Background: an optimization exercise with open tools, aiming at small area. Do not read the settings as production practice. Function was checked by simulation only, so behaviour that the tests miss may differ from the original.

Setup of pepper:
## ALU
module ALU(CLK,RST,A,V,op,WA,WB,WD,WR,ENADi,opFL,R1,R2,FLAGS,FL,FINP,IF);
Settings: LEC_CHECK=0, CAP_MARGIN=20, CORE_MARGIN=2, CORE_UTILIZATION=75, GPL_TIMING_DRIVEN=0, SLEW_MARGIN=20, SYNTH_HIERARCHICAL=1, SYNTH_MINIMUM_KEEP_SIZE=0; clock period 20.0 ns.
standard.sh (not shown) runs the stock make flow with config.mk's settings and CLKGATE_MAP_FILE= SYNTH_SCRIPT=/design/flow/synth_recipe.tcl, a recipe that flattens the netlist after the stock synthesis.
==> flow/flow/run.sh <==
#!/bin/bash
# Layout flow: the standard flow with two changes.
#  1. Synthesis is the standard synthesis script, except that each ABC
#     mapping call runs Yosys's default ABC script (with a 20 ns delay target)
#     instead of ORFS's speed script. Everything else, registers included,
#     is the same as in standard.sh synth.
#  2. The port buffers that global placement inserts are buf_1 cells.
set -euo pipefail
here=$(pwd)
export BUFFER_PORTS_ARGS="-buffer_cell sky130_fd_sc_hd__buf_1"
{
  head -n 1 synth_recipe.tcl
  cat flow/abc_default.tcl
  tail -n +2 synth_recipe.tcl
} > my_synth.tcl
sed "s#SYNTH_SCRIPT=[^ ]*#SYNTH_SCRIPT=$here/my_synth.tcl#" standard.sh > my_standard.sh
bash my_standard.sh synth > synth.log 2>&1
bash standard.sh > standard.log 2>&1
==> flow/flow/abc_default.tcl <==
# Replaces the abc command: drops ORFS's -script and -D arguments, so that ABC
# runs Yosys's default mapping script with a 20 ns delay target.
proc abc {args} {
  set out {}
  set skip 0
  foreach a $args {
    if {$skip} { set skip 0; continue }
    if {$a eq "-script" || $a eq "-D"} { set skip 1; continue }
    lappend out $a
  }
  yosys abc {*}$out -D 20000
}
No crash in pepper: every stage finished, but the layout fails its final checks due to setup timing.
Here is what was changed in the inputs of fjord compared with pepper.
Settings: SLEW_MARGIN now 5, was 20; CORE_UTILIZATION now 65, was 75; CAP_MARGIN now 5, was 20; CTS_BUF_LIST now sky130_fd_sc_hd__clkbuf_8 sky130_fd_sc_hd__clkbuf_16, previously not set; GPL_TIMING_DRIVEN no longer set, was 0.
Findings:
- Apart from pepper, each of pepper and fjord ends the flow with a layout that passes the timing, design-rule and antenna checks.
- From the logs: pepper reached the end of the flow and failed the layout checks with setup timing.
- Register-to-register slack: fjord > pepper
- pepper → fjord: design area went down by 910 um^2, height of the chip went up by 7.2%.
- Between pepper and fjord, weighted congestion at the end of routability-driven global placement decreased.
- Summary of the comparison: area growth from synthesis to final layout is lower in fjord, relative to pepper.
- Per the comparison of fjord with pepper, transition time of the tightest slew-check pin lower.
Edits applied to the flow inputs when going from fjord to ember:
Settings: CTS_BUF_LIST removed (was sky130_fd_sc_hd__clkbuf_8 sky130_fd_sc_hd__clkbuf_16).
## What came out
Detailed placement HPWL: ember vs fjord — no meaningful difference. fjord -> ember: post-detailed-route wirelength per cell delta 0, exact match. Between fjord and ember, the CTS clock-pin slew for the worst setup and hold paths does not differ in any meaningful way. On sink count of the clock tree, ember tracks fjord almost exactly. [compare] base=fjord new=ember: detailed-route vias per instance was more or less identical; total non-filler cell area in the finished layout roughly the same.
[inputs] umber vs ember
Settings: a change of CAP_MARGIN from 5 to 0; a change of SLEW_MARGIN from 5 to 0.
From umber to ember, H-tree depth reported by CTS did not move at all.
umber completed every stage of the flow, and the final layout passed the timing, design-rule and antenna checks.
Area of the multi-input gates: ember vs umber identical
For antenna diode count, ember and umber come out practically identical.
The area added between synthesis and finish on ember is in line with that on umber.

[port drivers added, routing unchanged]
Ports are ideal in the flow. The routed layouts listed here were re-timed in OpenROAD. Step 1 assumes that a clkbuf_16 drives the clock port and a buf_2 every other input. Step 2, shift: input delay + t, output delay - t, t = (earliest + latest rising clock arrival at the registers) / 2. This alone moves slack from input paths to output paths. Three values: ideal ports, drivers, drivers and shift; two values: the first two.
run	shift t [ns]	setup slack, ns	worst setup path after step 2
pepper	0.410	-0.127 / -0.150 / -0.150	input to output
fjord	0.408	0.837 / 0.750 / 0.750	input to output
ember	0.408	0.837 / 0.750 / 0.750	input to output
umber	0.408	0.837 / 0.750 / 0.750	input to output
